Source: an optimization exercise on an open RTL-to-GDS flow (aim: small area, a short achievable clock period and few clock cycles per item). Production flows keep margins and buffers that such runs may drop.
The RTL was checked by simulation tests, not by an equivalence proof against the original design.

// working_zone
module working_zone
(
    input               i_clk,
    input               i_start,
    input               i_rst,
    input   [7:0]       i_data,
    output     [15:0]   o_address,
    output              o_done,
    output              o_en,
    output              o_we,
    output     [7:0]    o_data
);
localparam [3:0] LAST = 4'b1000;
localparam [3:0] WHIT = 4'b1001;
localparam [3:0] IDLE = 4'b1010;
reg  [3:0]  st;
reg         rdy;         
reg  [6:0]  res;         
wire        scan  = ~st[3];
wire        first = scan & (st[2:0] == 3'd0);            
wire        check = (scan & ~first) | (st == LAST);       
wire [2:0]  zone  = st[2:0] - 3'd1;                      
wire [4:0]  a_hi  = res[6:2];
wire [4:0]  a_hm1 = res[6:2] - 5'd1;
wire [1:0]  a_lo  = res[1:0];
wire [1:0]  b_lo  = i_data[1:0];
wire        lo_le = b_lo <= a_lo;
wire        match = lo_le ? (i_data[6:2] == a_hi) : (i_data[6:2] == a_hm1);
wire        hit   = check & match;
  ...
Size: about 110 cells after synthesis, ~12 flip-flops, roughly 38 I/O pins, about 800 um2 of cells after synthesis.
==> module working_zone, before the edit <==
module working_zone
(
    input               i_clk,
    input               i_start,
    input               i_rst,
    input   [7:0]       i_data,
    output     [15:0]   o_address,
    output              o_done,
    output              o_en,
    output              o_we,
    output     [7:0]    o_data
);
localparam [3:0] LAST = 4'b1000;
localparam [3:0] WHIT = 4'b1001;
localparam [3:0] IDLE = 4'b1010;
reg  [3:0]  st;
reg         rdy;         
reg  [6:0]  res;         
wire        scan  = ~st[3];
wire        first = scan & (st[2:0] == 3'd0);            
wire        check = (scan & ~first) | (st == LAST);       
wire [2:0]  zone  = st[2:0] - 3'd1;                      
wire [4:0]  a_hi  = res[6:2];
wire [4:0]  a_hm1 = res[6:2] - 5'd1;
wire [1:0]  a_lo  = res[1:0];
wire [1:0]  b_lo  = i_data[1:0];
wire        lo_le = b_lo <= a_lo;
wire        match = lo_le ? (i_data[6:2] == a_hi) : (i_data[6:2] == a_hm1);
wire        hit   = check & match;
wire [1:0]  off   = a_lo - b_lo;
always @(posedge i_clk) begin
    if (i_rst)
        st <= IDLE;
    else if (hit)
        st <= WHIT;
    else if (scan)
        st <= st + 4'd1;
    else if (st == IDLE)
        st <= (i_start & ~rdy) ? 4'd0 : IDLE;
    else
        st <= IDLE;
end
always @(posedge i_clk) begin
    if (i_rst)
        rdy <= 1'b0;
    else if (st == WHIT || (st == LAST && !hit))
        rdy <= 1'b1;
    else if (~i_start)
        rdy <= 1'b0;
end
always @(posedge i_clk) begin
    if (first)
        res <= i_data[6:0];
    else if (hit)
        res <= {zone, off == 2'd3, off == 2'd2, off == 2'd1, off == 2'd0};
end
wire        we = st[3] & ~st[1];     
assign o_en      = ~i_rst;
assign o_we      = we;
assign o_address = {12'd0, st[3], st[2:1] & {2{scan}}, st[0] | we};
assign o_data    = {st[0] & st[3], res};
assign o_done    = i_start & rdy;
endmodule
==> flow/config.mk <==
export PLATFORM = sky130hd
export DESIGN_NAME = working_zone
export DESIGN_NICKNAME = working_zone
export VERILOG_FILES = /design/flow/design.v
export SDC_FILE = /design/flow/constraint.sdc
export NUM_CORES = 4
export LEC_CHECK = 0
export CAP_MARGIN = 20
export CORE_AREA = 2.3 2.72 67.7 67.28
export DIE_AREA = 0 0 70 70
export SLEW_MARGIN = 20
==> flow/constraint.sdc <==
create_clock -name core_clock -period 8.0 [get_ports {i_clk}]
set_input_delay 1.6000 -clock core_clock [delete_from_list [all_inputs] [get_ports {i_clk}]]
set_output_delay 1.6000 -clock core_clock [all_outputs]
set_load 0.01 [all_outputs]
standard.sh (not shown) runs the stock make flow with config.mk's settings and CLKGATE_MAP_FILE= SYNTH_SCRIPT=/design/flow/synth_recipe.tcl, a recipe that flattens the netlist after the stock synthesis.
==> flow/flow/run.sh <==
#!/bin/bash
# The standard layout, with these changes to how it is built:
# - synthesis is synth_recipe.tcl (the standard synthesis) with ABC's mapping
#   script replaced by an area-oriented one (flow/abc_area.script), and
#   without ORFS's full-adder extraction (ADDER_MAP_FILE empty); registers
#   are mapped exactly as in the standard synthesis
# - port buffers are sky130_fd_sc_hd__buf_1 (buffer_ports' default here is a
#   delay cell, clkdlybuf4s50_1, slow and large)
# - the constant outputs share one tie cell instead of one each
set -euo pipefail
here=$(pwd)
{ cat flow/synth_prefix.tcl; cat synth_recipe.tcl; } > my_synth.tcl
sed "s#SYNTH_SCRIPT=[^ ]*#SYNTH_SCRIPT=$here/my_synth.tcl ADDER_MAP_FILE=#" standard.sh > my_standard.sh
export FLOW_ABC_SCRIPT=$here/flow/abc_area.script
export BUFFER_PORTS_ARGS="-buffer_cell sky130_fd_sc_hd__buf_1"
export SKIP_REPAIR_TIE_FANOUT=1
bash my_standard.sh > standard.log 2>&1
==> flow/flow/abc_area.script <==
strash
ifraig
dc2
dch -f
amap -F 5 -A 20
==> flow/flow/synth_prefix.tcl <==
# Map with an area-oriented ABC script instead of ORFS's delay-oriented one;
# every other step is the standard synthesis.
proc abc {args} {
  set i [lsearch -exact $args -script]
  if {$i >= 0} {
    set args [lreplace $args $i [expr {$i + 1}] -script $::env(FLOW_ABC_SCRIPT)]
  }
  yosys abc {*}$args
}
The baseline finished clean.
Testbench counts at the start, summed over its fixed seeds: cycles 7,900, encodings 768.
Change:
==> flow/design.v (replaced) <==
module working_zone
(
    input               i_clk,
    input               i_start,
    input               i_rst,
    input   [7:0]       i_data,
    output     [15:0]   o_address,
    output              o_done,
    output              o_en,
    output              o_we,
    output     [7:0]    o_data
);
localparam [3:0] LAST = 4'b1000;
localparam [3:0] WHIT = 4'b1001;
localparam [3:0] IDLE = 4'b1010;
localparam [3:0] DONE = 4'b1100;
reg  [3:0]  st;
reg  [6:0]  res;         
wire        scan  = ~st[3];
wire        first = scan & (st[2:0] == 3'd0);            
wire        check = (scan & ~first) | (st == LAST);       
wire [2:0]  zone  = st[2:0] - 3'd1;                      
wire [4:0]  a_hi  = res[6:2];
wire [4:0]  a_hm1 = res[6:2] - 5'd1;
wire [1:0]  a_lo  = res[1:0];
wire [1:0]  b_lo  = i_data[1:0];
wire        lo_le = b_lo <= a_lo;
wire        match = (i_data[6:2] == a_hi) ? lo_le :
                    (i_data[6:2] == a_hm1) & ~lo_le & (a_hi != 5'd0);
wire        hit   = check & match;
wire [1:0]  off   = a_lo - b_lo;
always @(posedge i_clk) begin
    if (i_rst)
        st <= IDLE;
    else if (hit)
        st <= WHIT;
    else if (scan)
        st <= st + 4'd1;
    else case (st)
        LAST:    st <= DONE;
        WHIT:    st <= DONE;
        IDLE:    if (i_start) st <= 4'd0;
        DONE:    if (~i_start) st <= IDLE;
        default: st <= IDLE;
    endcase
end
always @(posedge i_clk) begin
    if (first)
        res <= i_data[6:0];
    else if (hit)
        res <= {zone, off == 2'd3, off == 2'd2, off == 2'd1, off == 2'd0};
end
wire        we = st[3] & ~st[2] & ~st[1];     
assign o_en      = ~i_rst;
assign o_we      = we;
assign o_address = {12'd0, st[3], st[2:1] & {2{scan}}, st[0] | we};
assign o_data    = {st[0] & st[3], res};
assign o_done    = i_start & st[3] & st[2];
endmodule
After rerunning:
- The changed run passed the timing, DRC and antenna checks
- final area fell slightly
- clock-buffer cell count rose by 1
- fmax rose by a few percent
- die area does not change
- sequential share of layout area fell by 2.1 points
- first-iteration DRC count rose to 3.9 times its value
Testbench counts after the change, summed over its fixed seeds: cycles 7,900, encodings 768.

-- separate check: timing with driven ports --
Ports are ideal in the flow. The routed layouts listed here were re-timed in OpenROAD. Step 1 assumes that a clkbuf_16 drives the clock port and a buf_2 every other input. Step 2 also shifts input and output timing later by t, the mid clock arrival at the registers, as if the neighbouring blocks saw the same clock. Three values: no drivers, after step 1, after step 2; two values: the first two.
| run | t (ns) | setup WS [ns] | clock arrival spread, ns | worst slew at a driven data input, ns |
|---|---|---|---|---|
| the first run | 0.258 | 4.054 / 4.056 / 3.798 | 0.006 / 0.006 | 0.04 |
| the second run | 0.259 | 4.168 / 4.143 / 4.143 | 0.003 / 0.003 | 0.04 |
After both steps every run listed still meets setup and hold. For the first run, which loses most, drivers alone change the setup slack by +0.002 ns; drivers and shift together by -0.256 ns.
